Context: an optimization exercise on an open-source flow, tuned for small area and a short achievable clock period. The choices shown serve that exercise and are no tape-out recipe. Where RTL was checked, it was by simulation tests only, not by an equivalence proof against the original. No functional check of the RTL was part of runs 1 to 5. Power figures rest on the tool's default switching activity, not on a simulated workload.

## flow/flow/run.sh

```bash
#!/bin/bash
set -euo pipefail
export BUFFER_PORTS_ARGS="-buffer_cell sky130_fd_sc_hd__buf_1"
export SETUP_SLACK_MARGIN=5.5
bash standard.sh > make.log 2>&1
```

## flow/standard.sh

```bash
#!/bin/bash
# synth_recipe.tcl (not shown) runs the flow's synth.tcl, then flattens the netlist and writes it again
# the make line also repeats each setting of config.mk as NAME=value (left out here)
make -C /OpenROAD-flow-scripts/flow DESIGN_CONFIG=/design/flow/config.mk WORK_HOME=/design/flow/orfs CLKGATE_MAP_FILE= SYNTH_SCRIPT=/design/flow/synth_recipe.tcl "${@:-finish}"
```

## flow/config.mk

```make
export PLATFORM = sky130hd
export DESIGN_NAME = SyncFP32Adder2
export DESIGN_NICKNAME = SyncFP32Adder2
export VERILOG_FILES = /design/flow/design.v
export SDC_FILE = /design/flow/constraint.sdc
export NUM_CORES = 8
export LEC_CHECK = 0
export ABC_AREA = 1
export CAP_MARGIN = 20
export CORE_MARGIN = 2
export CORE_UTILIZATION = 55
export CTS_BUF_LIST = sky130_fd_sc_hd__clkbuf_8
export PLACE_DENSITY = 0.8
export SLEW_MARGIN = 20
```

## flow/constraint.sdc

```tcl
create_clock -name core_clock -period 9.5 [get_ports {clk}]
set_input_delay 1.9000 -clock core_clock [delete_from_list [all_inputs] [get_ports {clk}]]
set_output_delay 1.9000 -clock core_clock [all_outputs]
set_load 0.01 [all_outputs]
```

## flow/design.v

```verilog
module FP32Adder2_align(
    input  wire [31:0] a,
    input  wire [31:0] b,
    output wire        l_sign,
    output wire [7:0]  l_exp1,    
    output wire [23:0] l_manx,    
    output wire        sub,
    output wire [23:0] t_man,     
    output wire [1:0]  t_sh       
);
    assign sub = a[31] ^ b[31];
    wire [7:0] ea = a[30:23];
    wire [7:0] eb = b[30:23];
    wire [7:0] y;
    wire       c;
    sub8 ed(.x(ea), .y(eb), .d(y), .gt(c));
    wire [7:0] s  = y ^ {8{~c}};
    wire       far = |s[7:5];                   
    wire       ha = |ea;
    wire       hb = |eb;
    wire [23:0] ta = {ha, a[22:0]};
    wire [23:0] tb = {hb, b[22:0]};
    wire [23:0] t  = c ? {1'b0, tb[23:1]} : ta;
    wire [23:0] t1 = t >> {s[3:2], 2'b00};
    assign t_man  = far ? 24'd0 : s[4] ? {16'd0, t1[23:16]} : t1;
    assign t_sh   = s[1:0];
    wire [7:0] el = c ? ea : eb;
    assign l_exp1 = el + 8'd1;
    assign l_manx = (c ? ta : tb) ^ {24{sub}};
    assign l_sign = c ? a[31] : b[31];
endmodule
module sub8(
    input  wire [7:0] x,
    input  wire [7:0] y,
    output wire [7:0] d,
    output wire       gt
);
    wire [7:0] p = x ^ ~y;
    wire [7:0] g = x & ~y;
    wire [7:0] gl [0:3];
    wire [7:0] pl [0:3];
    assign gl[0] = g;
    assign pl[0] = p;
    genvar l, i;
    generate
        for (l = 0; l < 3; l = l + 1) begin : lv
            for (i = 0; i < 8; i = i + 1) begin : bt
                if ((i >> l) & 1) begin : m
                    localparam integer J = ((i >> l) << l) - 1;
                    assign gl[l+1][i] = gl[l][i] | (pl[l][i] & gl[l][J]);
                    assign pl[l+1][i] = pl[l][i] & pl[l][J];
                end else begin : t
                    assign gl[l+1][i] = gl[l][i];
                    assign pl[l+1][i] = pl[l][i];
                end
            end
        end
    endgenerate
    assign d  = p ^ {gl[3][6:0], 1'b0};
    assign gt = gl[3][7];
endmodule
module FP32Adder2(
    input  wire        l_sign,
    input  wire [7:0]  l_exp1,
    input  wire [23:0] l_manx,
    input  wire        sub,
    input  wire [23:0] t_man,
    input  wire [1:0]  t_sh,
    output wire [24:0] v,         
    output wire [4:0]  sh,        
    output wire        q,         
    output wire        sign,
    output wire [7:0]  e_base,    
    output wire        e_max      
);
    wire [23:0] B  = t_man >> t_sh;
    wire [23:0] p0 = l_manx ^ B;
    wire [23:0] g0 = l_manx & B;
    wire [23:0] G, P;
    prefix24 pt(.g(g0), .p(p0), .G(G), .P(P));
    wire        co = G[23];              
    wire [23:0] m;
    assign m[0] = sub;
    assign m[23:1] = sub ? (co ? G[22:0] | P[22:0] : ~G[22:0]) : G[22:0];
    wire [23:0] r   = p0 ^ m;
    wire        ovf = co & ~sub;         
    wire [31:0] x = {1'b0, r[23:12], r[11] | r[10], r[9:0], 1'b0, 7'h7f};
    wire [4:0]  lz;
    lzc32 lzc(.x(x), .n(lz), .z());
    wire [24:0] v0 = {ovf, r};
    assign v    = sh[4] ? {v0[8:0], 16'd0} : v0;
    assign sh   = sub ? lz : {4'd0, ~ovf};
    assign q    = sub & ~|r[23:11];
    assign sign = l_sign ^ (sub & co);
    wire [4:0] eh  = l_exp1[7:3];
    wire [4:0] eh1 = eh - 5'd1;
    wire [4:0] eh2 = eh - 5'd2;
    wire [4:0] eh3 = eh - 5'd3;
    assign e_base = {sh[4] ? (sh[3] ? eh3 : eh2) : (sh[3] ? eh1 : eh), l_exp1[2:0]};
    assign e_max  = ~|l_exp1;
endmodule
module FP32Adder2_norm(
    input  wire [24:0] v,
    input  wire [4:0]  sh,
    input  wire        q,
    input  wire [7:0]  e_base,
    input  wire        e_max,
    output wire [22:0] mant,
    output wire [7:0]  exp,
    output wire        ovf
);
    wire [24:0] n = v << sh[3:0];
    assign mant = {n[23] & ~q, n[22:1]};
    wire zero = sh[4] & sh[3];
    wire [4:0] el = {1'b0, e_base[2:0], 1'b1} + {1'b0, ~sh[2:0], ~q};
    wire [4:0] hm = e_base[7:3] - 5'd1;
    wire [7:0] e  = {el[4] ? e_base[7:3] : hm, el[3:1]};
    assign exp = zero ? 8'd0 : e;
    wire [7:0] d  = e_base ^ {5'd0, sh[2:0]};
    wire [7:0] m;
    assign m[0] = 1'b1;
    genvar i;
    generate for (i = 1; i < 8; i = i + 1) begin : tm
        assign m[i] = &e_base[i-1:0];
    end endgenerate
    wire top = q ? ~|d : ~|(d ^ m);
    assign ovf = e_max | (~zero & top);
endmodule
module prefix24(
    input  wire [23:0] g,
    input  wire [23:0] p,
    output wire [23:0] G,
    output wire [23:0] P
);
    wire [23:0] gl [0:5];
    wire [23:0] pl [0:5];
    assign gl[0] = g;
    assign pl[0] = p;
    genvar l, i;
    generate
        for (l = 0; l < 5; l = l + 1) begin : lv
            for (i = 0; i < 24; i = i + 1) begin : bt
                if ((i >> l) & 1) begin : m
                    localparam integer J = ((i >> l) << l) - 1;
                    assign gl[l+1][i] = gl[l][i] | (pl[l][i] & gl[l][J]);
                    assign pl[l+1][i] = pl[l][i] & pl[l][J];
                end else begin : t
                    assign gl[l+1][i] = gl[l][i];
                    assign pl[l+1][i] = pl[l][i];
                end
            end
        end
    endgenerate
    assign G = gl[5];
    assign P = pl[5];
endmodule
module lzc32(
    input  wire [31:0] x,
    output wire [4:0]  n,
    output wire        z
);
    wire [15:0] a1;  wire [15:0] c1;
    wire [7:0]  a2;  wire [15:0] c2;
    wire [3:0]  a3;  wire [11:0] c3;
    wire [1:0]  a4;  wire [7:0]  c4;
    genvar i;
    generate
        for (i = 0; i < 16; i = i + 1) begin : l1
            assign a1[i] = x[2*i+1] | x[2*i];
            assign c1[i] = ~x[2*i+1];
        end
        for (i = 0; i < 8; i = i + 1) begin : l2
            assign a2[i] = a1[2*i+1] | a1[2*i];
            assign c2[2*i+1:2*i] = a1[2*i+1] ? {1'b0, c1[2*i+1]} : {1'b1, c1[2*i]};
        end
        for (i = 0; i < 4; i = i + 1) begin : l3
            assign a3[i] = a2[2*i+1] | a2[2*i];
            assign c3[3*i+2:3*i] = a2[2*i+1] ? {1'b0, c2[4*i+3:4*i+2]} : {1'b1, c2[4*i+1:4*i]};
        end
        for (i = 0; i < 2; i = i + 1) begin : l4
            assign a4[i] = a3[2*i+1] | a3[2*i];
            assign c4[4*i+3:4*i] = a3[2*i+1] ? {1'b0, c3[6*i+5:6*i+3]} : {1'b1, c3[6*i+2:6*i]};
        end
    endgenerate
    assign z = ~(a4[1] | a4[0]);
    assign n = a4[1] ? {1'b0, c4[7:4]} : {1'b1, c4[3:0]};
endmodule
module SyncFP32Adder2(
    input wire [31:0] a,
    input wire [31:0] b,
    output wire [31:0] S,
    output wire Overflow,
    input wire clk,
    input wire rst
);
    wire        l_sign_d, sub_d;
    wire [7:0]  l_exp1_d;
    wire [23:0] l_manx_d;
    wire [23:0] t_man_d;
    wire [1:0]  t_sh_d;
    FP32Adder2_align align(
        .a(a), .b(b),
        .l_sign(l_sign_d), .l_exp1(l_exp1_d), .l_manx(l_manx_d),
        .sub(sub_d), .t_man(t_man_d), .t_sh(t_sh_d)
    );
    reg        l_sign_q, sub_q;
    reg [7:0]  l_exp1_q;
    reg [23:0] l_manx_q;
    reg [23:0] t_man_q;
    reg [1:0]  t_sh_q;
    wire [24:0] v_d;
    wire [4:0]  sh_d;
    wire        q_d, sign_d, e_max_d;
    wire [7:0]  e_base_d;
    FP32Adder2 add(
        .l_sign(l_sign_q), .l_exp1(l_exp1_q), .l_manx(l_manx_q),
        .sub(sub_q), .t_man(t_man_q), .t_sh(t_sh_q),
        .v(v_d), .sh(sh_d), .q(q_d), .sign(sign_d), .e_base(e_base_d), .e_max(e_max_d)
    );
    reg [24:0] v_q;
    reg [4:0]  sh_q;
    reg        q_q, sign_q;
    reg [7:0]  e_base_q;
    reg        e_max_q;
    reg first;
    always @(posedge clk, posedge rst) begin
        if (rst) first <= 1'b1;
        else     first <= 1'b0;
    end
    always @(posedge clk) begin
        l_sign_q  <= l_sign_d;
        sub_q     <= sub_d;
        l_exp1_q  <= l_exp1_d;
        l_manx_q  <= l_manx_d;
        t_man_q   <= t_man_d;
        t_sh_q    <= t_sh_d;
    end
    always @(posedge clk, posedge rst) begin
        if (rst) begin
            v_q       <= 25'd0;
            sh_q      <= 5'd0;
            q_q       <= 1'b0;
            sign_q    <= 1'b0;
            e_base_q  <= 8'd0;
            e_max_q   <= 1'b0;
        end else begin
            v_q       <= first ? 25'd0 : v_d;
            sh_q      <= sh_d | {first, first, 3'd0};
            q_q       <= q_d;
            sign_q    <= sign_d & ~first;
            e_base_q  <= e_base_d;
            e_max_q   <= e_max_d & ~first;
        end
    end
    wire [22:0] mant;
    wire [7:0]  exp;
    wire        ovf;
    FP32Adder2_norm norm(
        .v(v_q), .sh(sh_q), .q(q_q), .e_base(e_base_q), .e_max(e_max_q),
        .mant(mant), .exp(exp), .ovf(ovf)
    );
    assign S = {sign_q, exp, mant};
    assign Overflow = ovf;
endmodule
```

==> results of run 1 <==
[where the power goes]
group	switching [W]	internal (W)	total, W
clock network	0.000167	0.000134	0.000301
logic	0.00111	0.000649	0.00176
registers	0.0000746	0.000520	0.000594
total	0.00135	0.00130	0.00265
[synth_stat cells, types with 5 or more instances]
cell type  count
a211oi_1       8
a21oi_1       52
a22oi_1        5
buf_2          5
clkbuf_1      40
dfrtp_1       40
dfxtp_1       60
ha_1          44
inv_1        148
inv_2         12
mux2i_1       41
nand2_1      419
nand2_2       17
nand3_1       76
nand4_1        9
nor2_1       100
nor2_2         7
nor3_1        17
o211ai_1       5
o21ai_0      144
xnor2_1        8
xor2_1        45
[what timing repair did]
| action | CTS | global route |
|---|---|---|
| pin swaps | 9 | 68 |
| cloned | 10 | 7 |
| endpoints found under the setup margin | 94 | 77 |
| endpoints found under the hold margin | 0 | 0 |
| resized for setup | 59 | 190 |
| buffers inserted | 29 | 52 |
[state kept, by name, summed over array words and instances (netlist names)]
| name | flops |
|---|---|
| e_base_q | 8 |
| e_max_q | 1 |
| first | 1 |
| l_exp1_q | 8 |
| l_manx_q | 24 |
| l_sign_q | 1 |
| q_q | 1 |
| sh_q | 5 |
| sign_q | 1 |
| sub_q | 1 |
| t_man_q | 24 |
| t_sh_q | 2 |
| v_q | 24 |
[how the worst min path moves through the flow]
| stage | startpoint | to | slack [ps] | cells past startpoint |
|---|---|---|---|---|
| finish | l_exp1_q[0] | e_base_q[0] | 360 | 0 |
| CTS | l_exp1_q[2] | e_base_q[2] | 360 | 0 |
| floorplan | l_exp1_q[2] | e_base_q[2] | 330 | 0 |
| global route | l_exp1_q[2] | e_base_q[2] | 380 | 0 |
| detailed placement | l_exp1_q[2] | e_base_q[2] | 350 | 0 |
| global placement | l_exp1_q[2] | e_base_q[2] | 340 | 0 |
[critical path, cell delays in order (launching register included)]
cell,delay [ps]
dfrtp_1,420
nand2_2,100
inv_2,100
nand2_4,60
nor2_4,120
ha_4,210
a211o_1,240
nor3_2,160
a41oi_2,130
o31ai_1,220
buf_2,180
[metal layers]
layer  share of wire  vias to the layer above  routed length (um)  global-route usage
li1                -                     4818                   -                   -
met1            0.39                     4573               11300               0.361
met2            0.48                      558               13700               0.481
met3           0.078                      126                2210              0.0301
met4           0.047                        0                1330               0.139
met5               0                        -                   0                   0
[cell type report]
class / instances / area [sq um] / area share
clock buffer: 10 / 138 / 0.0122
clock inverter: 6 / 81.3 / 0.00721
multi-input combinational: 1071 / 6550 / 0.581
inverter: 165 / 679 / 0.0602
tap: 216 / 270 / 0.0240
timing repair buffer: 190 / 1290 / 0.114
timing repair inverter: 4 / 27.5 / 0.00244
sequential: 101 / 2240 / 0.199
[per-stage QoR]
step | hold WS [ps] | setup WS, ps | cells
after floorplan | 332 | 5460 | 1383
after global placement | 336 | 4080 | 1649
after detailed placement | 349 | 3970 | 1649
after CTS | 363 | 5390 | 1704
after global routing | 382 | 5200 | 1763
final | 364 | 5280 | 1763
[cells by family (layout without fill, tap and decap cells)]
| group | Yosys count | after routing | synth area share |
|---|---|---|---|
| adder cells (fa/ha/maj) | 48 | 48 | 0.0707 |
| other | 1 | 1 | 0.000421 |
| flip-flops | 101 | 101 | 0.250 |
| buffers and inverters | 219 | 375 | 0.0970 |
| XOR/XNOR | 55 | 55 | 0.0557 |
| multiplexers | 41 | 41 | 0.0460 |
| AND/OR/NAND/NOR | 670 | 677 | 0.324 |
| AO/OA/AOI/OAI | 248 | 249 | 0.157 |
==> run summary, run 1 <==
Layout area overhead - 26.5%
Period Utilization, post-route - 0.444
# diodes - 0
First-pass iteration count of the detailed router - 9
Initial antenna violation count - 0
DIE AREA - 17200 sq um
Routability Congestion - 0.924
First-pass GRT wire length - 40.7 mm
Worst EP arrival - 2320 ps
VDD IR max - 0.103 mV
CP startpoint - e_base_q[0]
Die height - 131 um
Cts bufs inserted - 9
GRT Resource Usage Total - 0.284
Crit-path max FO - 2
Hold Violations, Final - 0
CTS Buffer Depth - 2
Rel. slew slack - 0.418
Crit path capture type - output pin
Commonest register cell after synthesis - dfxtp_1
Reg2Reg Launch Point - t_sh_q[0]
Top cell type's share of synthesized area - 0.176
Largest net degree at the start of global routing - 42
Worst Hold Class - flop to flop
Slew @ Worst Pin - 872 ps
Clock Latency Late Sink - 390 ps
CTS tree - built
Initial DRC count - 906
Register bit count reported by yosys - 101
Syn nets - 1497
I/O pins - 99
CP Launch Type - flop
Clock transition at the registers of the reported paths - 100 ps
Most common cell after layout, fill and taps aside - nand2_1
Placed Instance Area - 9450 sq um
Antenna Nets Post-Route - 0
Gr ovfl total - 0
# hold bufs at CTS - 0
Mapped Cells - 1383
Clk_skew - 14.3 ps
Netlist cell types - 58
Yosys warns - 3
Synthesized cell area - 8910 sq um
Pwr Density - 235 nW/um^2
Crit path kind - flop to output pin
Share of flip-flops with an asynchronous set or reset - 0.406
Max Slew Vio Count - 0
Vias in the first global route - 8608
# setup viols final - 0
Layout cells sized above 1 - 0.217
Die W - 131 um
Routed Wire Length - 28.5 mm
H-tree Lvls - 3
WL per Instance - 16.2 um
Status - no timing/DRC/antenna violations
Number of synthesized flops with an enable pin - 0
Clk sink count - 101
Final Total Pwr - 0.00265 W
Leakage - 5.54 nW
Fillers - 1237
Reg2reg setup slack - 5510 ps
Port bufs - 98
Worst path required time - 7600 ps
# rows - 46
Utilization after layout - 0.710
Setup TNS - 0 ps
Hpwl dp - 17.9 mm
Root Driver - clkbuf_8
Core area - 15900 sq um
Tmin final - 4220 ps
Starting Density - 0.561
Seq/Total Area, Yosys - 0.250
Synth area leaders - nand2_1, dfxtp_1, dfrtp_1
Fin nets - 1656
Final instance area - 11300 sq um
Leading area contributor after synthesis - nand2_1
CP endpoint - Overflow
Avg Cell Area, Syn - 6.45 sq um
Total number of vias - 10100
DR DRC count - 0
Maxcap violations - 0
Most frequent cells in the layout - nand2_1, inv_1, nor2_1, o21ai_0, buf_1
RSZ-0062 raised after global routing - true
Max frequency - 237 MHz
DR vias/cell - 5.71
R2R cell count - 25
FF-to-FF End - v_q[17]
==> run 2: changes to the inputs <==
--- a/flow/design.v
+++ b/flow/design.v
@@ -112,9 +112,16 @@
     wire [24:0] n = v << sh[3:0];
     assign mant = {n[23] & ~q, n[22:1]};
     wire zero = sh[4] & sh[3];
-    wire [4:0] el = {1'b0, e_base[2:0], 1'b1} + {1'b0, ~sh[2:0], ~q};
+    wire [2:0] x  = e_base[2:0];
+    wire [2:0] y  = sh[2:0];
+    wire [2:0] bg = ~x & y;
+    wire [2:0] bp = ~(x ^ y);
+    wire b0 = bg[0] | (bp[0] & q);
+    wire b1 = bg[1] | (bp[1] & bg[0]) | (bp[1] & bp[0] & q);
+    wire b2 = bg[2] | (bp[2] & bg[1]) | (bp[2] & bp[1] & bg[0]) | (bp[2] & bp[1] & bp[0] & q);
+    wire [2:0] dl = ~bp ^ {b1, b0, q};
     wire [4:0] hm = e_base[7:3] - 5'd1;
-    wire [7:0] e  = {el[4] ? e_base[7:3] : hm, el[3:1]};
+    wire [7:0] e  = {b2 ? hm : e_base[7:3], dl};
     assign exp = zero ? 8'd0 : e;
     wire [7:0] d  = e_base ^ {5'd0, sh[2:0]};
     wire [7:0] m;
==> flow/flow/run.sh (replaced) <==
#!/bin/bash
set -euo pipefail
export BUFFER_PORTS_ARGS="-buffer_cell sky130_fd_sc_hd__buf_1"
export ADDER_MAP_FILE=
bash standard.sh > make.log 2>&1
--- a/flow/config.mk
+++ b/flow/config.mk
@@ -11,4 +11,5 @@
 export CORE_UTILIZATION = 55
 export CTS_BUF_LIST = sky130_fd_sc_hd__clkbuf_8
 export PLACE_DENSITY = 0.8
+export SETUP_SLACK_MARGIN = 5
 export SLEW_MARGIN = 20
==> run 2 against run 1 <==
Net effect: first-iteration DRC count fell by 37%; setup slack got worse by 110 ps; sequential power increased by 4.9%; via count decreased by 5.0%; largest cell class unchanged; sequential cell count unchanged; clock power decreased by 3%; count of clock-buffer cells in the layout decreased by 1; critical endpoint is now S[30]; largest power group unchanged; die area grew 0.95%; still clean on timing, DRC and antenna; cell area is 12% lower; fmax fell by 2.6%; area after synthesis grew 0.98%.
==> run summary, run 2 <==
Most frequent cells in the layout - nand2_1, inv_1, nand3_1, nor2_1, o21ai_0 (was nand2_1, inv_1, nor2_1, o21ai_0, buf_1)
Reg2reg setup slack - 5470 ps (was 5510 ps)
Kind of cell adding the most delay to the critical path - buffers and inverters (was compound AO/OA/AOI/OAI gates)
Root Driver - clkbuf_8 (unchanged)
Fillers - 1550 (was 1237)
Pwr Density - 251 nW/um^2 (was 235 nW/um^2)
Total number of vias - 9568 (was 10100)
WL per Instance - 12.8 um (was 16.2 um)
CP max stage delay - 410 ps (was 420 ps)
Dpl ws - 3500 ps (was 3970 ps)
Status - no timing/DRC/antenna violations (unchanged)
Largest net degree at the start of global routing - 42 (unchanged)
Slew @ Worst Pin - 869 ps (was 872 ps)
DR vias/cell - 5.25 (was 5.71)
# diodes - 0 (unchanged)
RSZ-0062 raised after global routing - true (unchanged)
Crit-path max FO - 31 (was 2)
Syn nets - 1591 (was 1497)
Crit path capture type - output pin (unchanged)
# rows - 46 (unchanged)
Commonest cells in the netlist - nand2_1, inv_1, nand3_1 (was nand2_1, inv_1, o21ai_0)
Max Slew Vio Count - 0 (unchanged)
Combinational power share - 0.632 (was 0.663)
Avg Cell Area, Syn - 5.90 sq um (was 6.45 sq um)
Leading area contributor after synthesis - nand2_1 (unchanged)
Routability Congestion - 0.960 (was 0.924)
CTS Buffer Depth - 2 (unchanged)
Psw - 0.00132 W (was 0.00135 W)
Crit path kind - flop to output pin (unchanged)
Slowest CP cell - dfrtp_1 (unchanged)
Layout cells sized above 1 - 0.102 (was 0.217)
CP Launch Type - flop (unchanged)
I/O pins - 99 (unchanged)
Seq. cell area - 2240 sq um (about the same)
Hold_sp - l_exp1_q[2] (was l_exp1_q[0])
Worst Hold Class - flop to flop (unchanged)
Reg2Reg Launch Point - t_sh_q[0] (unchanged)
Layout area overhead - 10.1% (was 26.5%)
Period Utilization, post-route - 0.456 (was 0.444)
DIE AREA - 17400 sq um (was 17200 sq um)
WHS Path Cells - 0 (unchanged)
Routed Wire Length - 23.3 mm (was 28.5 mm)
# setup viols final - 0 (unchanged)
H-tree Lvls - 3 (unchanged)
Clk sink count - 101 (unchanged)
GRT Resource Usage Total - 0.264 (was 0.284)
Bufs and invs on worst path - 5 (was 2)
Initial antenna violation count - 0 (unchanged)
Seq pwr share - 0.251 (was 0.224)
Hpwl dp - 18.2 mm (was 17.9 mm)
Maxcap violations - 0 (unchanged)
Most common cell after layout, fill and taps aside - nand2_1 (unchanged)
Multi-input gate area - 5950 sq um (was 6550 sq um)
Vias in the first global route - 8411 (was 8608)
CTS tree - built (unchanged)
Most frequent cell after synthesis - nand2_1 (unchanged)
Tmin final - 4340 ps (was 4220 ps)
Die height - 132 um (was 131 um)
Yosys warns - 3 (unchanged)
FF-to-FF End - v_q[5] (was v_q[17])
Final worst slack - 5160 ps (was 5280 ps)
Number of synthesized flops with an enable pin - 0 (unchanged)
Gr ovfl total - 0 (unchanged)
Synth area leaders - nand2_1, dfxtp_1, dfrtp_1 (unchanged)
Core area - 15900 sq um (about the same)
Max frequency - 231 MHz (was 237 MHz)
Starting Density - 0.565 (was 0.561)
Commonest register cell after synthesis - dfxtp_1 (unchanged)
R2R cell count - 25 (unchanged)
Cell chain of the critical path - buf_12 -> clkinvlp_4 -> nor2_4 -> nor2_2 -> a21oi_2 -> a21oi_2 -> a21oi_2 -> nor2_2 -> inv_1 -> nor2_1 -> inv_1 -> nor2_2 -> o21ai_0 -> a21oi_1 -> buf_2 (was nand2_2 -> inv_2 -> nand2_4 -> nor2_4 -> ha_4 -> a211o_1 -> nor3_2 -> a41oi_2 -> o31ai_1 -> buf_2)
Seq/Total Area, Yosys - 0.248 (was 0.250)
Register bit count reported by yosys - 101 (unchanged)
Leakage - 5.08 nW (was 5.54 nW)
# hold bufs at CTS - 0 (unchanged)
Hold Crit Endpoint - e_base_q[2] (was e_base_q[0])
Clock Latency Late Sink - 390 ps (about the same)
Clock share of power - 0.117 (was 0.113)
Setup TNS - 0 ps (unchanged)
Worst EP arrival - 2440 ps (was 2320 ps)
Share of flip-flops with an asynchronous set or reset - 0.406 (unchanged)
Clock transition at the registers of the reported paths - 100 ps (about the same)
Clk_skew - 15.1 ps (was 14.3 ps)
Cts bufs inserted - 9 (unchanged)
First-pass iteration count of the detailed router - 5 (was 9)
Worst path required time - 7600 ps (about the same)
Antenna Nets Post-Route - 0 (unchanged)
Netlist cell types - 58 (unchanged)
Mapped Cells - 1525 (was 1383)
Die W - 132 um (was 131 um)
Synthesized cell area - 9000 sq um (was 8910 sq um)
Initial DRC count - 567 (was 906)
Fin nets - 1666 (was 1656)
VDD IR max - 0.102 mV (was 0.103 mV)
Port bufs - 98 (unchanged)
Rel. slew slack - 0.420 (was 0.418)
P_int - 0.00116 W (was 0.00130 W)
First-pass GRT wire length - 39.0 mm (was 40.7 mm)
Switching part of the total - 0.532 (was 0.509)
Utilization after layout - 0.621 (was 0.710)
Top cell type's share of synthesized area - 0.229 (was 0.176)
DR DRC count - 0 (unchanged)
Hold Violations, Final - 0 (unchanged)
Largest registers - l_manx_q (24), t_man_q (24), v_q (24) (unchanged)
[run 2: cell types whose count changed after synthesis, moves of 7 or more]
cell / previous run / this run
nand3_1: 76 / 135
mux2i_1: 41 / 22
nand2_2: 17 / 28
ha_1: 44 / 0
nor3_1: 17 / 9
inv_1: 148 / 158
nand2_1: 419 / 549
o21ai_0: 144 / 120
clkbuf_1: 40 / 33
nand3_2: 2 / 10
a21oi_1: 52 / 30
a21boi_0: 1 / 8
nor2_1: 100 / 132
[run 2: how the worst max path moves through the flow]
stage / startpoint / endpoint / cells after the start
finish: sh_q[0] / S[30] / 15
global route: b[24] / t_man_q[17] / 17
CTS: b[24] / l_exp1_q[7] / 16
detailed placement: b[24] / l_exp1_q[7] / 16
global placement: b[24] / l_exp1_q[7] / 16
floorplan: b[24] / l_manx_q[5] / 13
[run 2: power by group through the flow]
stage	clock (W)	combinational (W)	sequential (W)
after global routing	0.000315	0.00177	0.000637
after detailed placement	0	0.00149	0.000627
final	0.000291	0.00157	0.000623
after global placement	0	0.00146	0.000624
after CTS	0.000294	0.00152	0.000617
after floorplan	0	0.00121	0.000575
[run 2: metrics by stage]
stage                     std cells  power, W  instance area [sq um]  hold WS [ps]
final                          1821   0.00248                   9910           357
after global routing           1821   0.00272                   9910           364
after CTS                      1811   0.00243                   9760           358
after detailed placement       1791   0.00212                   9420           347
after global placement         1791   0.00209                   9420           345
after floorplan                1525   0.00178                   9000           332
[run 2: timing repair]
action	4_1_cts	5_1_grt
cloned	2	1
setup endpoints to repair	78	52
setup buffers	2	9
resized for setup	27	27
pin swaps	0	5
[run 2: logic make-up (layout without fill, tap and decap cells)]
group | after synthesis | count (layout) | synth area share
DFF | 101 | 101 | 0.248
and+or+nand+nor | 909 | 910 | 0.437
AOI/OAI and AO/OA | 207 | 207 | 0.135
other | 1 | 1 | 0.000417
muxes | 22 | 22 | 0.0245
xor gates and xnor gates | 52 | 52 | 0.0506
buffers and inverters | 233 | 312 | 0.106
[run 2: per-layer routing]
| metal | track usage | part of all wire | vias up |
|---|---|---|---|
| li1 | - | - | 5004 |
| met3 | 0.0258 | 0.054 | 42 |
| met1 | 0.348 | 0.45 | 4215 |
| met4 | 0.104 | 0.030 | 0 |
| met2 | 0.447 | 0.47 | 307 |
| met5 | 0 | 0 | - |
[run 2: layout make-up]
type	instances	share of cell area
repair buffers	114	0.0510
well taps	216	0.0273
clock inverters	7	0.00909
repair inverters	2	0.00101
inverters	180	0.0722
multi-input cells	1192	0.600
flip-flops and latches	101	0.226
clock buffers	9	0.0125
==> run 3: changes to the inputs <==
==> flow/flow/run.sh (replaced) <==
#!/bin/bash
set -euo pipefail
export BUFFER_PORTS_ARGS="-buffer_cell sky130_fd_sc_hd__buf_1"
bash standard.sh > make.log 2>&1
==> run 3 against run 2 <==
Net effect: largest cell class unchanged; synthesized cell count fell by 10%; register-to-register slack lost 210 ps; sequential cell count unchanged; still clean.
==> run summary, run 3 <==
Mapped Cells - 1373 (was 1525)
Leakage - 4.93 nW (was 5.08 nW)
Number of synthesized flops with an enable pin - 0 (unchanged)
Synthesized cell area - 8880 sq um (was 9000 sq um)
Vias in the first global route - 7794 (was 8411)
Initial DRC count - 535 (was 567)
Placed Instance Area - 9340 sq um (was 9420 sq um)
Worst EP arrival - 4670 ps (was 2440 ps)
Yosys warns - 3 (unchanged)
Initial antenna violation count - 0 (unchanged)
WL per Instance - 13.6 um (was 12.8 um)
Clk_skew - 13.7 ps (was 15.1 ps)
Root Driver - clkbuf_8 (unchanged)
Port bufs - 98 (unchanged)
GRT Resource Usage Total - 0.262 (was 0.264)
Clk sink count - 101 (unchanged)
Gr ovfl total - 0 (unchanged)
Hold Violations, Final - 0 (unchanged)
Register bit count reported by yosys - 101 (unchanged)
Final instance area - 9760 sq um (was 9910 sq um)
Starting Density - 0.561 (was 0.565)
Leading area contributor after synthesis - nand2_1 (unchanged)
Fillers - 1484 (was 1550)
DR vias/cell - 5.44 (was 5.25)
Hpwl dp - 17.5 mm (was 18.2 mm)
Seq/Total Area, Yosys - 0.251 (was 0.248)
Most frequent cells in the layout - nand2_1, inv_1, o21ai_0, buf_1, nor2_1 (was nand2_1, inv_1, nand3_1, nor2_1, o21ai_0)
Setup TNS - 0 ps (unchanged)
Max frequency - 231 MHz (unchanged)
Commonest register cell after synthesis - dfxtp_1 (unchanged)
Crit-path max FO - 64 (was 31)
Synth area leaders - nand2_1, dfxtp_1, dfrtp_1 (unchanged)
Max Slew Vio Count - 0 (unchanged)
Die W - 131 um (was 132 um)
Total number of vias - 9079 (was 9568)
Most frequent cell after synthesis - nand2_1 (unchanged)
Most common cell on crit path - inv_1
Period Utilization, post-route - 0.456 (unchanged)
CTS tree - built (unchanged)
Routability Congestion - 0.943 (was 0.960)
Core area - 15800 sq um (was 15900 sq um)
DIE AREA - 17200 sq um (was 17400 sq um)
First-pass GRT wire length - 36.3 mm (was 39.0 mm)
Largest registers - l_manx_q (24), t_man_q (24), v_q (24) (unchanged)
I/O pins - 99 (unchanged)
Slowest CP cell - fa_1 (was dfrtp_1)
H-tree Lvls - 3 (unchanged)
RSZ-0062 raised after global routing - false (was true)
Largest net degree at the start of global routing - 65 (was 42)
CP max stage delay - 420 ps (was 410 ps)
DR DRC count - 0 (unchanged)
# diodes - 0 (unchanged)
Top cell type's share of synthesized area - 0.175 (was 0.229)
CP Launch Type - input pin (was flop)
Syn nets - 1487 (was 1591)
Antenna Nets Post-Route - 0 (unchanged)
Rel. slew slack - 0.535 (was 0.420)
# hold bufs at CTS - 0 (unchanged)
CTS Buffer Depth - 2 (unchanged)
Slew @ Worst Pin - 697 ps (was 869 ps)
Die height - 131 um (was 132 um)
Cell chain of the critical path - buf_1 -> inv_1 -> ha_1 -> fa_1 -> nand3_1 -> nand2_1 -> nand4_1 -> nand2_2 -> buf_12 -> xor2_1 -> buf_4 -> inv_1 -> nand3_1 -> a21oi_1 -> o21ai_0 -> inv_1 (was buf_12 -> clkinvlp_4 -> nor2_4 -> nor2_2 -> a21oi_2 -> a21oi_2 -> a21oi_2 -> nor2_2 -> inv_1 -> nor2_1 -> inv_1 -> nor2_2 -> o21ai_0 -> a21oi_1 -> buf_2)
Pwr Density - 245 nW/um^2 (was 251 nW/um^2)
# setup viols final - 0 (unchanged)
Worst path required time - 9840 ps (was 7600 ps)
# rows - 46 (unchanged)
Utilization after layout - 0.616 (was 0.621)
Routed Wire Length - 22.7 mm (was 23.3 mm)
VDD IR max - 0.106 mV (was 0.102 mV)
Share of flip-flops with an asynchronous set or reset - 0.406 (unchanged)
Layout area overhead - 9.92% (was 10.1%)
Worst Hold Class - flop to flop (unchanged)
Clock transition at the registers of the reported paths - 110 ps (was 100 ps)
Cts bufs inserted - 9 (unchanged)
Tmin final - 4340 ps (unchanged)
Avg Cell Area, Syn - 6.46 sq um (was 5.90 sq um)
Crit path capture type - flop (was output pin)
Commonest cells in the netlist - nand2_1, inv_1, o21ai_0 (was nand2_1, inv_1, nand3_1)
First-pass iteration count of the detailed router - 6 (was 5)
Status - no timing/DRC/antenna violations (unchanged)
Netlist cell types - 57 (was 58)
Maxcap violations - 0 (unchanged)
Crit path kind - input pin to flop (was flop to output pin)
Layout cells sized above 1 - 0.0853 (was 0.102)
Clock Latency Late Sink - 380 ps (was 390 ps)
Fin nets - 1562 (was 1666)
Most common cell after layout, fill and taps aside - nand2_1 (unchanged)
-- run 3: changes by cell type in the layout (fill, tap and decap cells not counted), sizes merged, moves of 8 or more --
cell,change
a21boi,-8
a21oi,+29
ha,+44
inv,-18
mux2i,+22
nand2,-148
nand3,-73
nor2,-37
o21ai,+22
-- run 3: per-layer routing --
metal / global-route usage / wire length, um
met5: 0 / 0
met4: 0.0851 / 712
met3: 0.0362 / 1470
met2: 0.441 / 10400
met1: 0.349 / 10100
-- run 3: where the power goes --
group	total (W)	internal, W	leakage, nW	switching (W)
Sequential	0.000598	0.000532	1.01	0.0000655
Combinational	0.00154	0.000522	3.83	0.00102
Clock	0.000257	0.0000990	0.0959	0.000158
Total	0.00239	0.00115	4.93	0.00124
-- run 3: timing repair --
action	in CTS	in global routing
setup endpoints to repair	27	68
pin swaps	0	2
gates cloned	0	4
buffers inserted	2	8
resized for setup	6	28
-- run 3: area by class of cell --
class                   instances  area [sq um]  area share
multi-input cells            1059          5910       0.606
flip-flops and latches        101          2230       0.229
inverters                     160           621      0.0636
repair buffers                116           532      0.0545
well taps                     216           270      0.0277
clock buffers                   9           124      0.0127
clock inverters                 7          56.3     0.00577
repair inverters                1          5.00    0.000513
-- run 3: path summary, 6_finish.rpt --
| kind | start | to | slack (ps) | depth (start not counted) |
|---|---|---|---|---|
| max | b[23] | t_man_q[6] | 5160 | 16 |
| min | l_exp1_q[0] | e_base_q[0] | 340 | 0 |
| max reg2reg | t_sh_q[0] | v_q[16] | 5260 | 30 |
| min reg2reg | l_exp1_q[0] | e_base_q[0] | 340 | 0 |
| max in group asynchronous | rst | sh_q[2] | 7510 | 3 |
| min in group asynchronous | rst | e_base_q[2] | 1600 | 3 |
-- run 3: critical path, delay by kind of cell --
family / cells / cell delay (ps)
simple gates: 5 / 630
compound gates: 2 / 280
buf+inv: 6 / 1050
fa+ha+maj: 2 / 610
xor+xnor: 1 / 170
-- run 3: per-stage QoR --
step | hold slack [ps] | worst slack (ps) | std cells | power [W]
finish | 343 | 5160 | 1669 | 0.00239
global placement | 331 | 4180 | 1639 | 0.00203
detailed placement | 332 | 4070 | 1639 | 0.00206
CTS | 347 | 4960 | 1657 | 0.00232
global route | 355 | 4960 | 1669 | 0.00264
floorplan | 327 | 5080 | 1373 | 0.00173
-- run 3: logic make-up after synthesis --
logic type / after synthesis / share of synthesized area
adder cells (fa/ha/maj): 48 / 0.0710
AND/OR/NAND/NOR: 660 / 0.325
flip-flops: 101 / 0.251
other: 1 / 0.000422
AO/OA/AOI/OAI: 251 / 0.155
buffers and inverters: 216 / 0.0959
multiplexers: 44 / 0.0496
XOR/XNOR: 52 / 0.0522
==> run 4: changes to the inputs <==
--- a/flow/design.v
+++ b/flow/design.v
@@ -88,7 +88,8 @@
     wire [4:0]  lz;
     lzc32 lzc(.x(x), .n(lz), .z());
     wire [24:0] v0 = {ovf, r};
-    assign v    = sh[4] ? {v0[8:0], 16'd0} : v0;
+    wire [24:0] v1 = sh[4] ? {v0[8:0], 16'd0} : v0;
+    assign v    = sh[3] ? {v1[16:0], 8'd0} : v1;
     assign sh   = sub ? lz : {4'd0, ~ovf};
     assign q    = sub & ~|r[23:11];
     assign sign = l_sign ^ (sub & co);
@@ -105,24 +106,18 @@
     input  wire        q,
     input  wire [7:0]  e_base,
     input  wire        e_max,
+    input  wire        off,       
     output wire [22:0] mant,
     output wire [7:0]  exp,
     output wire        ovf
 );
-    wire [24:0] n = v << sh[3:0];
-    assign mant = {n[23] & ~q, n[22:1]};
+    wire [24:0] n = v << sh[2:0];
+    assign mant = {n[23] & ~q, n[22:1]} & {23{~off}};
     wire zero = sh[4] & sh[3];
-    wire [2:0] x  = e_base[2:0];
-    wire [2:0] y  = sh[2:0];
-    wire [2:0] bg = ~x & y;
-    wire [2:0] bp = ~(x ^ y);
-    wire b0 = bg[0] | (bp[0] & q);
-    wire b1 = bg[1] | (bp[1] & bg[0]) | (bp[1] & bp[0] & q);
-    wire b2 = bg[2] | (bp[2] & bg[1]) | (bp[2] & bp[1] & bg[0]) | (bp[2] & bp[1] & bp[0] & q);
-    wire [2:0] dl = ~bp ^ {b1, b0, q};
+    wire [4:0] el = {1'b0, e_base[2:0], 1'b1} + {1'b0, ~sh[2:0], ~q};
     wire [4:0] hm = e_base[7:3] - 5'd1;
-    wire [7:0] e  = {b2 ? hm : e_base[7:3], dl};
-    assign exp = zero ? 8'd0 : e;
+    wire [7:0] e  = {el[4] ? e_base[7:3] : hm, el[3:1]};
+    assign exp = (zero | off) ? 8'd0 : e;
     wire [7:0] d  = e_base ^ {5'd0, sh[2:0]};
     wire [7:0] m;
     assign m[0] = 1'b1;
@@ -131,7 +126,7 @@
         assign m[i] = &e_base[i-1:0];
     end endgenerate
     wire top = q ? ~|d : ~|(d ^ m);
-    assign ovf = e_max | (~zero & top);
+    assign ovf = ~off & (e_max | (~zero & top));
 endmodule
 module prefix24(
     input  wire [23:0] g,
@@ -229,10 +224,15 @@
     reg        q_q, sign_q;
     reg [7:0]  e_base_q;
     reg        e_max_q;
-    reg first;
+    reg first, off;
     always @(posedge clk, posedge rst) begin
-        if (rst) first <= 1'b1;
-        else     first <= 1'b0;
+        if (rst) begin
+            first <= 1'b1;
+            off   <= 1'b1;
+        end else begin
+            first <= 1'b0;
+            off   <= first;
+        end
     end
     always @(posedge clk) begin
         l_sign_q  <= l_sign_d;
@@ -241,31 +241,20 @@
         l_manx_q  <= l_manx_d;
         t_man_q   <= t_man_d;
         t_sh_q    <= t_sh_d;
-    end
-    always @(posedge clk, posedge rst) begin
-        if (rst) begin
-            v_q       <= 25'd0;
-            sh_q      <= 5'd0;
-            q_q       <= 1'b0;
-            sign_q    <= 1'b0;
-            e_base_q  <= 8'd0;
-            e_max_q   <= 1'b0;
-        end else begin
-            v_q       <= first ? 25'd0 : v_d;
-            sh_q      <= sh_d | {first, first, 3'd0};
-            q_q       <= q_d;
-            sign_q    <= sign_d & ~first;
-            e_base_q  <= e_base_d;
-            e_max_q   <= e_max_d & ~first;
-        end
+        v_q       <= v_d;
+        sh_q      <= sh_d;
+        q_q       <= q_d;
+        sign_q    <= sign_d;
+        e_base_q  <= e_base_d;
+        e_max_q   <= e_max_d;
     end
     wire [22:0] mant;
     wire [7:0]  exp;
     wire        ovf;
     FP32Adder2_norm norm(
-        .v(v_q), .sh(sh_q), .q(q_q), .e_base(e_base_q), .e_max(e_max_q),
+        .v(v_q), .sh(sh_q), .q(q_q), .e_base(e_base_q), .e_max(e_max_q), .off(off),
         .mant(mant), .exp(exp), .ovf(ovf)
     );
-    assign S = {sign_q, exp, mant};
+    assign S = {sign_q & ~off, exp, mant};
     assign Overflow = ovf;
 endmodule
==> flow/flow/run.sh (replaced) <==
#!/bin/bash
set -euo pipefail
export BUFFER_PORTS_ARGS="-buffer_cell sky130_fd_sc_hd__buf_1"
export SETUP_SLACK_MARGIN=5.3
bash standard.sh > make.log 2>&1
--- a/flow/config.mk
+++ b/flow/config.mk
@@ -11,5 +11,4 @@
 export CORE_UTILIZATION = 55
 export CTS_BUF_LIST = sky130_fd_sc_hd__clkbuf_8
 export PLACE_DENSITY = 0.8
-export SETUP_SLACK_MARGIN = 5
 export SLEW_MARGIN = 20
==> run 4 against run 3 <==
Net effect: clock skew up 1.9 ps; sequential power up 3.5%; via count up 2.0%; global-route usage up 0.47 points; fmax up 4.3%; wire length up 9.4%; still clean; core utilization up 5.5 points; cell area up 4.6%; first-iteration DRC count up 38%; largest cell class unchanged; die area down 3.5%; final cell count up 0.12%.
==> run summary, run 4 <==
Status - no timing/DRC/antenna violations (unchanged)
Total number of vias - 9265 (was 9079)
Pwr Density - 241 nW/um^2 (was 245 nW/um^2)
Vias in the first global route - 7646 (was 7794)
Register bit count reported by yosys - 102 (was 101)
Hold_ws - 349 ps (was 343 ps)
Seq/Total Area, Yosys - 0.240 (was 0.251)
Hold_sp - l_exp1_q[0] (unchanged)
Most common cell after layout, fill and taps aside - nand2_1 (unchanged)
CP max stage delay - 410 ps (was 420 ps)
CTS tree - built (unchanged)
Layout area overhead - 19.3% (was 9.92%)
Cts bufs inserted - 9 (unchanged)
Clock share of power - 0.132 (was 0.107)
R2R cell count - 28 (was 30)
H-tree Lvls - 3 (unchanged)
Final Total Pwr - 0.00246 W (was 0.00239 W)
CP Launch Type - flop (was input pin)
Most common cell on crit path - nand2_1 (was inv_1)
Largest net degree at the start of global routing - 70 (was 65)
Utilization after layout - 0.671 (was 0.616)
Gr ovfl total - 0 (unchanged)
Antenna Nets Post-Route - 0 (unchanged)
Max frequency - 241 MHz (was 231 MHz)
Initial DRC count - 739 (was 535)
Synth Area in Compound Gates - 0.156 (was 0.155)
Most frequent cells in the layout - nand2_1, inv_1, o21ai_0, buf_1, dfxtp_1 (was nand2_1, inv_1, o21ai_0, buf_1, nor2_1)
Xor and xnor area share after synthesis - 0.0573 (was 0.0522)
Seq pwr share - 0.252 (was 0.250)
VDD IR max - 0.102 mV (was 0.106 mV)
FF-to-FF End - e_base_q[7] (was v_q[16])
Hold Violations, Final - 0 (unchanged)
Layout cells sized above 1 - 0.145 (was 0.0853)
Reg2reg setup slack - 5340 ps (was 5260 ps)
Initial antenna violation count - 0 (unchanged)
Combinational power share - 0.616 (was 0.643)
I/O pins - 99 (unchanged)
Clk sink count - 102 (was 101)
Crit path kind - flop to flop (was input pin to flop)
Fin nets - 1592 (was 1562)
Leading area contributor after synthesis - dfxtp_1 (was nand2_1)
Worst Hold Class - flop to flop (unchanged)
Commonest register cell after synthesis - dfxtp_1 (unchanged)
Clock Latency Late Sink - 370 ps (was 380 ps)
Clk_skew - 15.6 ps (was 13.7 ps)
Number of synthesized flops with an enable pin - 0 (unchanged)
Commonest cells in the netlist - nand2_1, inv_1, o21ai_0 (unchanged)
Period Utilization, post-route - 0.437 (was 0.456)
Worst path required time - 9760 ps (was 9840 ps)
Kind of cell adding the most delay to the critical path - simple AND/OR/NAND/NOR gates (was buffers and inverters)
Worst EP arrival - 4410 ps (was 4670 ps)
WL per Instance - 14.8 um (was 13.6 um)
Bufs and invs on worst path - 4 (was 6)
Die W - 129 um (was 131 um)
Max Slew Vio Count - 0 (unchanged)
First-pass iteration count of the detailed router - 5 (was 6)
Share of flip-flops with an asynchronous set or reset - 0.0196 (was 0.406)
Mux share of post-synthesis cell area - 0.0410 (was 0.0496)
Routability Congestion - 0.933 (was 0.943)
Synthesized cell area - 8550 sq um (was 8880 sq um)
Rel. slew slack - 0.364 (was 0.535)
Synth Area in Simple Gates - 0.331 (was 0.325)
# rows - 45 (was 46)
Netlist cell types - 54 (was 57)
Placed Instance Area - 8970 sq um (was 9340 sq um)
Largest registers - l_manx_q (24), t_man_q (24), v_q (24) (unchanged)
Top cell type's share of synthesized area - 0.234 (was 0.175)
Most frequent cell after synthesis - nand2_1 (unchanged)
DR vias/cell - 5.54 (was 5.44)
Fillers - 1317 (was 1484)
Core area - 15200 sq um (was 15800 sq um)
RSZ-0062 raised after global routing - true (was false)
Crit-path max FO - 7 (was 64)
Clock transition at the registers of the reported paths - 100 ps (was 110 ps)
# diodes - 0 (unchanged)
GRT Resource Usage Total - 0.267 (was 0.262)
Post-Synth Adder-Cell Area - 0.0737 (was 0.0710)
Routed Wire Length - 24.8 mm (was 22.7 mm)
WHS Path Cells - 0 (unchanged)
Avg Cell Area, Syn - 6.34 sq um (was 6.46 sq um)
Yosys warns - 3 (unchanged)
Slew @ Worst Pin - 953 ps (was 697 ps)
Synth area leaders - dfxtp_1, nand2_1, inv_1 (was nand2_1, dfxtp_1, dfrtp_1)
DR DRC count - 0 (unchanged)
# hold bufs at CTS - 0 (unchanged)
# setup viols final - 0 (unchanged)
Starting Density - 0.563 (was 0.561)
Hpwl dp - 17.1 mm (was 17.5 mm)
Setup TNS - 0 ps (unchanged)
P_int - 0.00126 W (was 0.00115 W)
First-pass GRT wire length - 36.1 mm (was 36.3 mm)
Hold Crit Endpoint - e_base_q[0] (unchanged)
DIE AREA - 16600 sq um (was 17200 sq um)
Largest family of logic cells by synthesized area - simple AND/OR/NAND/NOR gates (unchanged)
Tmin final - 4160 ps (was 4340 ps)
Psw - 0.00119 W (was 0.00124 W)
Switching part of the total - 0.486 (was 0.518)
Reg2Reg Launch Point - t_sh_q[0] (unchanged)
CTS Buffer Depth - 2 (unchanged)
Final instance area - 10200 sq um (was 9760 sq um)
Slowest CP cell - dfxtp_4 (was fa_1)
Die height - 129 um (was 131 um)
Maxcap violations - 0 (unchanged)
Leakage - 4.95 nW (was 4.93 nW)
Root Driver - clkbuf_8 (unchanged)
Mapped Cells - 1350 (was 1373)
Syn nets - 1464 (was 1487)
Crit path capture type - flop (unchanged)
Port bufs - 98 (unchanged)
run 4: power by group through the flow:
stage	sequential [W]	combinational, W	clock (W)
after global placement	0.000626	0.00125	0
after CTS	0.000617	0.00134	0.000325
after global routing	0.000632	0.00168	0.000342
after detailed placement	0.000630	0.00127	0
after floorplan	0.000590	0.00102	0
final	0.000619	0.00151	0.000324
run 4: through the flow:
step	worst slack, ps	cells
detailed placement	4250	1587
floorplan	5310	1350
finish	5340	1671
global route	5160	1671
global placement	4350	1587
CTS	5240	1627
run 4: final cells by class:
cell class | count | area, sq um | area share
sequential | 102 | 2070 | 0.203
clock buffer | 9 | 124 | 0.0121
clock inverter | 7 | 114 | 0.0112
inverter | 160 | 632 | 0.0619
multi-input combinational | 1041 | 6060 | 0.594
timing repair buffer | 156 | 911 | 0.0893
timing repair inverter | 8 | 50.0 | 0.00491
tap | 188 | 235 | 0.0231
run 4: cells by family after synthesis:
logic type,count (synthesis)
AO/OA/AOI/OAI,236
XOR/XNOR,56
adder cells (fa/ha/maj),48
buffers and inverters,215
flip-flops,102
multiplexers,35
other,1
AND/OR/NAND/NOR,657
run 4: worst register-to-register path: cells and delay by family (launching register included):
family          cells  cell delay [ps]
simple gates       19             1980
buf+inv             4              580
compound gates      3              520
flops               1              410
fa+ha+maj           1              350
mux                 1              230
run 4: what timing repair did:
| item | in CTS | in global routing |
|---|---|---|
| pin swaps | 2 | 34 |
| endpoints found under the setup margin | 94 | 66 |
| gates cloned | 9 | 10 |
| buffers inserted | 15 | 34 |
| resized for setup | 41 | 76 |
run 4: worst max path at each step:
stage	endpoint	depth (start not counted)	startpoint
after global routing	Overflow	12	e_base_q[0]
final	e_base_q[7]	28	t_sh_q[0]
after floorplan	t_man_q[1]	10	b[23]
after detailed placement	t_man_q[2]	16	b[23]
after global placement	t_man_q[5]	16	b[23]
after CTS	Overflow	8	sh_q[0]
run 4: layer usage:
layer	global-route usage	routed length, um
met2	0.461	11800
met5	0	0
met1	0.350	10600
met3	0.0333	1500
met4	0.0793	874
==> run 5: changes to the inputs <==
==> flow/flow/run.sh (replaced) <==
#!/bin/bash
set -euo pipefail
export BUFFER_PORTS_ARGS="-buffer_cell sky130_fd_sc_hd__buf_1"
export SETUP_SLACK_MARGIN=5.2
bash standard.sh > make.log 2>&1
==> run 5 against run 4 <==
Net effect: cell area down 3.5%; non-clock buffer count is 17 lower; largest power group unchanged; power decreased by 4.2%.
==> run summary, run 5 <==
Die height - 129 um (unchanged)
RSZ-0062 raised after global routing - true (unchanged)
Routed Wire Length - 23.5 mm (was 24.8 mm)
Vias in the first global route - 7935 (was 7646)
Cell chain of the critical path - buf_1 -> inv_1 -> ha_1 -> fa_1 -> nand3_1 -> nand2_1 -> fa_1 -> xor2_4 -> clkinvlp_4 -> a221o_1 -> a21oi_1
Max Slew Vio Count - 0 (unchanged)
Kind of cell adding the most delay to the critical path - adder cells (was simple AND/OR/NAND/NOR gates)
Multi-input gate area - 5890 sq um (was 6060 sq um)
Status - no timing/DRC/antenna violations (unchanged)
Commonest register cell after synthesis - dfxtp_1 (unchanged)
DR vias/cell - 5.46 (was 5.54)
Hpwl dp - 17.2 mm (was 17.1 mm)
Fin nets - 1569 (was 1592)
Slew @ Worst Pin - 642 ps (was 953 ps)
Initial DRC count - 729 (was 739)
Clock transition at the registers of the reported paths - 90 ps (was 100 ps)
Core area - 15200 sq um (unchanged)
Total number of vias - 8992 (was 9265)
Leading area contributor after synthesis - dfxtp_1 (unchanged)
Period Utilization, post-route - 0.443 (was 0.437)
Tmin final - 4200 ps (was 4160 ps)
Most frequent cell after synthesis - nand2_1 (unchanged)
H-tree Lvls - 3 (unchanged)
WL per Instance - 14.3 um (was 14.8 um)
Number of synthesized flops with an enable pin - 0 (unchanged)
Pwr Density - 239 nW/um^2 (was 241 nW/um^2)
Placed Instance Area - 8970 sq um (about the same)
Clock Latency Late Sink - 410 ps (was 370 ps)
Seq. cell area - 2070 sq um (about the same)
First-pass iteration count of the detailed router - 5 (unchanged)
First-pass GRT wire length - 37.0 mm (was 36.1 mm)
CP max stage delay - 610 ps (was 410 ps)
Clk sink count - 102 (unchanged)
Gr ovfl total - 0 (unchanged)
Slowest CP cell - fa_1 (was dfxtp_4)
# rows - 45 (unchanged)
Worst EP arrival - 4540 ps (was 4410 ps)
Share of flip-flops with an asynchronous set or reset - 0.0196 (unchanged)
VDD IR max - 0.111 mV (was 0.102 mV)
Root Driver - clkbuf_8 (unchanged)
Seq/Total Area, Yosys - 0.240 (unchanged)
Most frequent cells in the layout - nand2_1, inv_1, o21ai_0, buf_1, dfxtp_1 (unchanged)
Netlist cell types - 54 (unchanged)
Crit path capture type - flop (unchanged)
Layout cells sized above 1 - 0.114 (was 0.145)
Synth area leaders - dfxtp_1, nand2_1, inv_1 (unchanged)
Final non-filler cell total - 1648 (was 1671)
Synthesized cell area - 8550 sq um (unchanged)
Setup TNS - 0 ps (unchanged)
Avg Cell Area, Syn - 6.34 sq um (unchanged)
Die W - 129 um (unchanged)
Rel. slew slack - 0.571 (was 0.364)
DIE AREA - 16600 sq um (unchanged)
Clk_skew - 17.3 ps (was 15.6 ps)
# diodes - 0 (unchanged)
Initial antenna violation count - 0 (unchanged)
Mapped Cells - 1350 (unchanged)
Hold Violations, Final - 0 (unchanged)
Starting Density - 0.563 (unchanged)
Most common cell on crit path - fa_1 (was nand2_1)
CTS Buffer Depth - 2 (unchanged)
Fillers - 1377 (was 1317)
Worst path required time - 9830 ps (was 9760 ps)
Worst Hold Class - flop to flop (unchanged)
Maxcap violations - 0 (unchanged)
Crit path kind - input pin to flop (was flop to flop)
Largest net degree at the start of global routing - 70 (unchanged)
Antenna Nets Post-Route - 0 (unchanged)
Syn nets - 1464 (unchanged)
Crit-path max FO - 7 (unchanged)
Layout area overhead - 15.1% (was 19.3%)
Final instance area - 9840 sq um (was 10200 sq um)
GRT Resource Usage Total - 0.275 (was 0.267)
Most common cell after layout, fill and taps aside - nand2_1 (unchanged)
Register bit count reported by yosys - 102 (unchanged)
Largest registers - l_manx_q (24), t_man_q (24), v_q (24) (unchanged)
Cts bufs inserted - 9 (unchanged)
Routability Congestion - 0.938 (was 0.933)
DR DRC count - 0 (unchanged)
Cells after DPL - 1588 (was 1587)
CP Launch Type - input pin (was flop)
# setup viols final - 0 (unchanged)
Bufs and invs on worst path - 3 (was 4)
Commonest cells in the netlist - nand2_1, inv_1, o21ai_0 (unchanged)
Yosys warns - 3 (unchanged)
Leakage - 4.76 nW (was 4.95 nW)
Top cell type's share of synthesized area - 0.234 (unchanged)
Port bufs - 98 (unchanged)
Max frequency - 238 MHz (was 241 MHz)
I/O pins - 99 (unchanged)
CTS tree - built (unchanged)
==> run 5: changes by cell type in the layout (fill, tap and decap cells not counted), moves of 3 or more <==
cell	delta
a211oi_1	+3
a211oi_2	-3
buf_4	-16
ha_1	+3
nand2_1	+13
nand2_2	-12
==> run 5: per-layer routing <==
layer / routed length (um) / GRT usage / share of wire
met5: 0 / 0 / 0
met1: 10400 / 0.360 / 0.44
met4: 801 / 0.109 / 0.034
met2: 10900 / 0.460 / 0.46
met3: 1410 / 0.0370 / 0.060
==> run 5: power by group <==
part           switching, W  internal (W)
combinational      0.000933      0.000510
sequential        0.0000739      0.000547
clock              0.000157      0.000131
==> run 5: cell families after synthesis <==
| group | share of synthesized area |
|---|---|
| simple gates | 0.331 |
| mux | 0.0410 |
| xor+xnor | 0.0573 |
| buf+inv | 0.0999 |
| fa+ha+maj | 0.0737 |
| flops | 0.240 |
| other cells | 0.000438 |
| compound gates | 0.156 |
==> run 5: final timing paths <==
| path | slack [ps] | to | cells after the start | startpoint |
|---|---|---|---|---|
| setup / recovery | 5300 | t_man_q[5] | 11 | b[23] |
| hold / removal | 360 | e_base_q[2] | 0 | l_exp1_q[2] |
| setup reg to reg | 5360 | v_q[18] | 26 | t_sh_q[0] |
| hold reg to reg | 360 | e_base_q[2] | 0 | l_exp1_q[2] |
| max in group asynchronous | 8000 | off | 2 | rst |
| min in group asynchronous | 1480 | first | 2 | rst |
==> run 5: layout make-up <==
cell class              count  share of cell area
clock inverters             6             0.00712
clock buffers              10              0.0140
repair inverters            6             0.00381
multi-input cells        1037               0.598
inverters                 160              0.0646
flip-flops and latches    102               0.210
repair buffers            139              0.0782
well taps                 188              0.0239
==> run 5: through the flow <==
| step | hold slack, ps | power, W | setup slack, ps | util |
|---|---|---|---|---|
| final | 360 | 0.00235 | 5300 | 0.647 |
| after floorplan | 331 | 0.00161 | 5250 | - |
| after global placement | 343 | 0.00188 | 3970 | 0.590 |
| after CTS | 361 | 0.00223 | 5200 | 0.617 |
| after global routing | 365 | 0.00256 | 5100 | 0.647 |
| after detailed placement | 344 | 0.00190 | 3840 | 0.590 |
==> run 5: timing repair <==
action                                  CTS  global route
buffers inserted                          5            27
pin swaps                                 0            17
endpoints found under the setup margin   94            65
hold endpoints to repair                  0             0
hold buffers                              0             0
gates resized for setup                  30            56
gates cloned                              8             4
==> run 6: changes to the inputs <==
--- a/flow/design.v
+++ b/flow/design.v
@@ -61,7 +61,6 @@
 endmodule
 module FP32Adder2(
     input  wire        l_sign,
-    input  wire [7:0]  l_exp1,
     input  wire [23:0] l_manx,
     input  wire        sub,
     input  wire [23:0] t_man,
@@ -69,9 +68,7 @@
     output wire [24:0] v,         
     output wire [4:0]  sh,        
     output wire        q,         
-    output wire        sign,
-    output wire [7:0]  e_base,    
-    output wire        e_max      
+    output wire        sign
 );
     wire [23:0] B  = t_man >> t_sh;
     wire [23:0] p0 = l_manx ^ B;
@@ -88,45 +85,37 @@
     wire [4:0]  lz;
     lzc32 lzc(.x(x), .n(lz), .z());
     wire [24:0] v0 = {ovf, r};
-    wire [24:0] v1 = sh[4] ? {v0[8:0], 16'd0} : v0;
-    assign v    = sh[3] ? {v1[16:0], 8'd0} : v1;
+    assign v    = sh[4] ? {v0[8:0], 16'd0} : v0;
     assign sh   = sub ? lz : {4'd0, ~ovf};
     assign q    = sub & ~|r[23:11];
     assign sign = l_sign ^ (sub & co);
-    wire [4:0] eh  = l_exp1[7:3];
-    wire [4:0] eh1 = eh - 5'd1;
-    wire [4:0] eh2 = eh - 5'd2;
-    wire [4:0] eh3 = eh - 5'd3;
-    assign e_base = {sh[4] ? (sh[3] ? eh3 : eh2) : (sh[3] ? eh1 : eh), l_exp1[2:0]};
-    assign e_max  = ~|l_exp1;
 endmodule
 module FP32Adder2_norm(
     input  wire [24:0] v,
     input  wire [4:0]  sh,
     input  wire        q,
-    input  wire [7:0]  e_base,
-    input  wire        e_max,
+    input  wire [7:0]  l_exp1,
     input  wire        off,       
     output wire [22:0] mant,
     output wire [7:0]  exp,
     output wire        ovf
 );
-    wire [24:0] n = v << sh[2:0];
+    wire [24:0] n = v << sh[3:0];
     assign mant = {n[23] & ~q, n[22:1]} & {23{~off}};
     wire zero = sh[4] & sh[3];
-    wire [4:0] el = {1'b0, e_base[2:0], 1'b1} + {1'b0, ~sh[2:0], ~q};
-    wire [4:0] hm = e_base[7:3] - 5'd1;
-    wire [7:0] e  = {el[4] ? e_base[7:3] : hm, el[3:1]};
+    wire [6:0] el = {1'b0, l_exp1[4:0], 1'b1} + {1'b0, ~sh, ~q};
+    wire [2:0] hm = l_exp1[7:5] - 3'd1;
+    wire [7:0] e  = {el[6] ? l_exp1[7:5] : hm, el[5:1]};
     assign exp = (zero | off) ? 8'd0 : e;
-    wire [7:0] d  = e_base ^ {5'd0, sh[2:0]};
+    wire [7:0] d  = l_exp1 ^ {3'd0, sh};
     wire [7:0] m;
     assign m[0] = 1'b1;
     genvar i;
     generate for (i = 1; i < 8; i = i + 1) begin : tm
-        assign m[i] = &e_base[i-1:0];
+        assign m[i] = &l_exp1[i-1:0];
     end endgenerate
     wire top = q ? ~|d : ~|(d ^ m);
-    assign ovf = ~off & (e_max | (~zero & top));
+    assign ovf = ~off & (~|l_exp1 | (~zero & top));
 endmodule
 module prefix24(
     input  wire [23:0] g,
@@ -212,18 +201,16 @@
     reg [1:0]  t_sh_q;
     wire [24:0] v_d;
     wire [4:0]  sh_d;
-    wire        q_d, sign_d, e_max_d;
-    wire [7:0]  e_base_d;
+    wire        q_d, sign_d;
     FP32Adder2 add(
-        .l_sign(l_sign_q), .l_exp1(l_exp1_q), .l_manx(l_manx_q),
+        .l_sign(l_sign_q), .l_manx(l_manx_q),
         .sub(sub_q), .t_man(t_man_q), .t_sh(t_sh_q),
-        .v(v_d), .sh(sh_d), .q(q_d), .sign(sign_d), .e_base(e_base_d), .e_max(e_max_d)
+        .v(v_d), .sh(sh_d), .q(q_d), .sign(sign_d)
     );
     reg [24:0] v_q;
     reg [4:0]  sh_q;
     reg        q_q, sign_q;
-    reg [7:0]  e_base_q;
-    reg        e_max_q;
+    reg [7:0]  l_exp1_2q;
     reg first, off;
     always @(posedge clk, posedge rst) begin
         if (rst) begin
@@ -245,14 +232,13 @@
         sh_q      <= sh_d;
         q_q       <= q_d;
         sign_q    <= sign_d;
-        e_base_q  <= e_base_d;
-        e_max_q   <= e_max_d;
+        l_exp1_2q <= l_exp1_q;
     end
     wire [22:0] mant;
     wire [7:0]  exp;
     wire        ovf;
     FP32Adder2_norm norm(
-        .v(v_q), .sh(sh_q), .q(q_q), .e_base(e_base_q), .e_max(e_max_q), .off(off),
+        .v(v_q), .sh(sh_q), .q(q_q), .l_exp1(l_exp1_2q), .off(off),
         .mant(mant), .exp(exp), .ovf(ovf)
     );
     assign S = {sign_q & ~off, exp, mant};
==> flow/flow/run.sh (replaced) <==
#!/bin/bash
set -euo pipefail
export BUFFER_PORTS_ARGS="-buffer_cell sky130_fd_sc_hd__buf_1"
export SETUP_SLACK_MARGIN=5.3
bash standard.sh > make.log 2>&1
==> run 6 against run 5 <==
Net effect: wire length is 8.9% lower; sequential power about the same; count of clock-buffer cells in the layout unchanged; sequential cell count fell by 1; critical path depth is 1 higher; critical endpoint is now S[27]; largest power group unchanged; highest routed layer unchanged.
==> run summary, run 6 <==
Final Total Pwr - 0.00238 W (was 0.00235 W)
Commonest cells in the netlist - nand2_1, inv_1, o21ai_0 (unchanged)
Clk sink count - 101 (was 102)
DR DRC count - 0 (unchanged)
Reg2Reg Launch Point - t_sh_q[0] (unchanged)
WL per Instance - 13.4 um (was 14.3 um)
Pwr Density - 248 nW/um^2 (was 239 nW/um^2)
Status - no timing/DRC/antenna violations (unchanged)
Netlist cell types - 60 (was 54)
Core area - 14600 sq um (was 15200 sq um)
Commonest register cell after synthesis - dfxtp_1 (unchanged)
H-tree Lvls - 3 (unchanged)
Max Slew Vio Count - 0 (unchanged)
CP max stage delay - 390 ps (was 610 ps)
Largest registers - l_manx_q (24), t_man_q (24), v_q (24) (unchanged)
First-pass iteration count of the detailed router - 6 (was 5)
Utilization after layout - 0.655 (was 0.647)
Crit-path max FO - 6 (was 7)
CP Launch Type - flop (was input pin)
FF-to-FF End - v_q[3] (was v_q[18])
Fin nets - 1518 (was 1569)
Layout area overhead - 15.5% (was 15.1%)
Cts bufs inserted - 9 (unchanged)
CTS tree - built (unchanged)
Worst Hold Class - flop to flop (unchanged)
Avg Cell Area, Syn - 6.32 sq um (was 6.34 sq um)
Mapped Cells - 1315 (was 1350)
Routability Congestion - 0.936 (was 0.938)
# diodes - 0 (unchanged)
Tmin final - 4160 ps (was 4200 ps)
Total number of vias - 8569 (was 8992)
Hpwl dp - 15.9 mm (was 17.2 mm)
Hold Crit Endpoint - l_exp1_2q[0] (was e_base_q[2])
CTS Buffer Depth - 2 (unchanged)
Worst path required time - 7600 ps (was 9830 ps)
Top cell type's share of synthesized area - 0.239 (was 0.234)
GRT Resource Usage Total - 0.259 (was 0.275)
Share of flip-flops with an asynchronous set or reset - 0.0198 (was 0.0196)
Starting Density - 0.567 (was 0.563)
Crit path kind - flop to output pin (was input pin to flop)
VDD IR max - 0.0958 mV (was 0.111 mV)
# setup viols final - 0 (unchanged)
Synth area leaders - dfxtp_1, nand2_1, o21ai_0 (was dfxtp_1, nand2_1, inv_1)
Leading area contributor after synthesis - dfxtp_1 (unchanged)
Setup TNS - 0 ps (unchanged)
Fillers - 1317 (was 1377)
Most frequent cells in the layout - nand2_1, inv_1, o21ai_0, dfxtp_1, buf_1 (was nand2_1, inv_1, o21ai_0, buf_1, dfxtp_1)
Layout cells sized above 1 - 0.110 (was 0.114)
Yosys warns - 3 (unchanged)
run 6: cell count changes after synthesis, sizes merged, moves of 5 or more:
cell / previous run / this run
a21oi: 58 / 45
inv: 159 / 154
nand2: 447 / 461
nand3: 76 / 54
nor2: 99 / 91
o21ai: 119 / 128
o21bai: 3 / 9
o22ai: 21 / 13
xnor2: 12 / 7
run 6: worst max path at each step:
| stage | startpoint | to |
|---|---|---|
| global placement | b[23] | t_man_q[3] |
| floorplan | sh_q[2] | S[29] |
| global route | sh_q[0] | S[27] |
| CTS | sh_q[0] | S[30] |
| finish | sh_q[0] | S[27] |
| detailed placement | b[23] | t_man_q[3] |
run 6: metrics by stage:
stage          setup WS, ps  cells  hold slack [ps]
2_1_floorplan          5310   1315              310
3_3_place_gp           4290   1553              311
3_5_place_dp           4130   1553              312
4_1_cts                5260   1580              332
5_1_grt                5180   1597              337
6_report               5340   1597              331
run 6: layout make-up:
| class | instances | area share |
|---|---|---|
| inverters | 157 | 0.0640 |
| clock buffers | 10 | 0.0143 |
| repair inverters | 2 | 0.00130 |
| repair buffers | 128 | 0.0827 |
| well taps | 184 | 0.0240 |
| clock inverters | 6 | 0.00652 |
| flip-flops and latches | 101 | 0.214 |
| multi-input cells | 1009 | 0.593 |
run 6: where the power goes:
group	internal (W)	total, W	switching, W
registers	0.000543	0.000618	0.0000747
clock network	0.000110	0.000272	0.000162
logic	0.000542	0.00149	0.000950
run 6: routing by layer:
metal,up-vias,GRT usage,routed length (um)
li1,4434,-,-
met1,3734,0.337,9480
met2,333,0.428,9850
met3,68,0.0316,1160
met4,0,0.127,950
met5,-,0,0
run 6: worst max-delay path: cells and delay by family (launching register included):
kind | cells | cell delay [ps]
AOI/OAI and AO/OA | 5 | 500
DFF | 1 | 390
buffers and inverters | 4 | 480
adders and majority gates | 1 | 310
and+or+nand+nor | 2 | 190
run 6: cells by family (layout without fill, tap and decap cells):
kind of cell | after synthesis | count (layout) | synth area share
mux | 33 | 33 | 0.0398
fa+ha+maj | 44 | 44 | 0.0699
compound gates | 238 | 238 | 0.166
other cells | 1 | 1 | 0.000451
simple gates | 644 | 646 | 0.333
flops | 101 | 101 | 0.245
buf+inv | 207 | 303 | 0.0967
xor+xnor | 47 | 47 | 0.0495
run 6: timing repair:
item / CTS / global route
setup endpoints to repair: 84 / 65
pin swaps: 2 / 17
hold buffers: 0 / 0
gates resized for setup: 38 / 53
buffers inserted: 5 / 14
cloned: 6 / 3

-- what the ideal ports hide --
Ports are ideal in the flow. The routed layouts listed here were re-timed in OpenROAD. Step 1 assumes that a clkbuf_16 drives the clock port and a buf_2 every other input. Step 2, shift: input delay + t, output delay - t, t = (earliest + latest rising clock arrival at the registers) / 2. This alone moves slack from input paths to output paths. a / b / c = no drivers / after step 1 / after step 2; a / b = the first two.
run	t, ns	setup WS [ns]
run 1	0.422	5.279 / 5.241 / 5.127
run 2	0.421	5.164 / 5.125 / 4.796
run 3	0.418	5.164 / 5.124 / 4.766
run 4	0.395	5.344 / 5.333 / 4.993
run 5	0.434	5.296 / 5.309 / 4.875
run 6	0.402	5.338 / 5.306 / 5.017
After both steps every run listed still meets setup and hold.
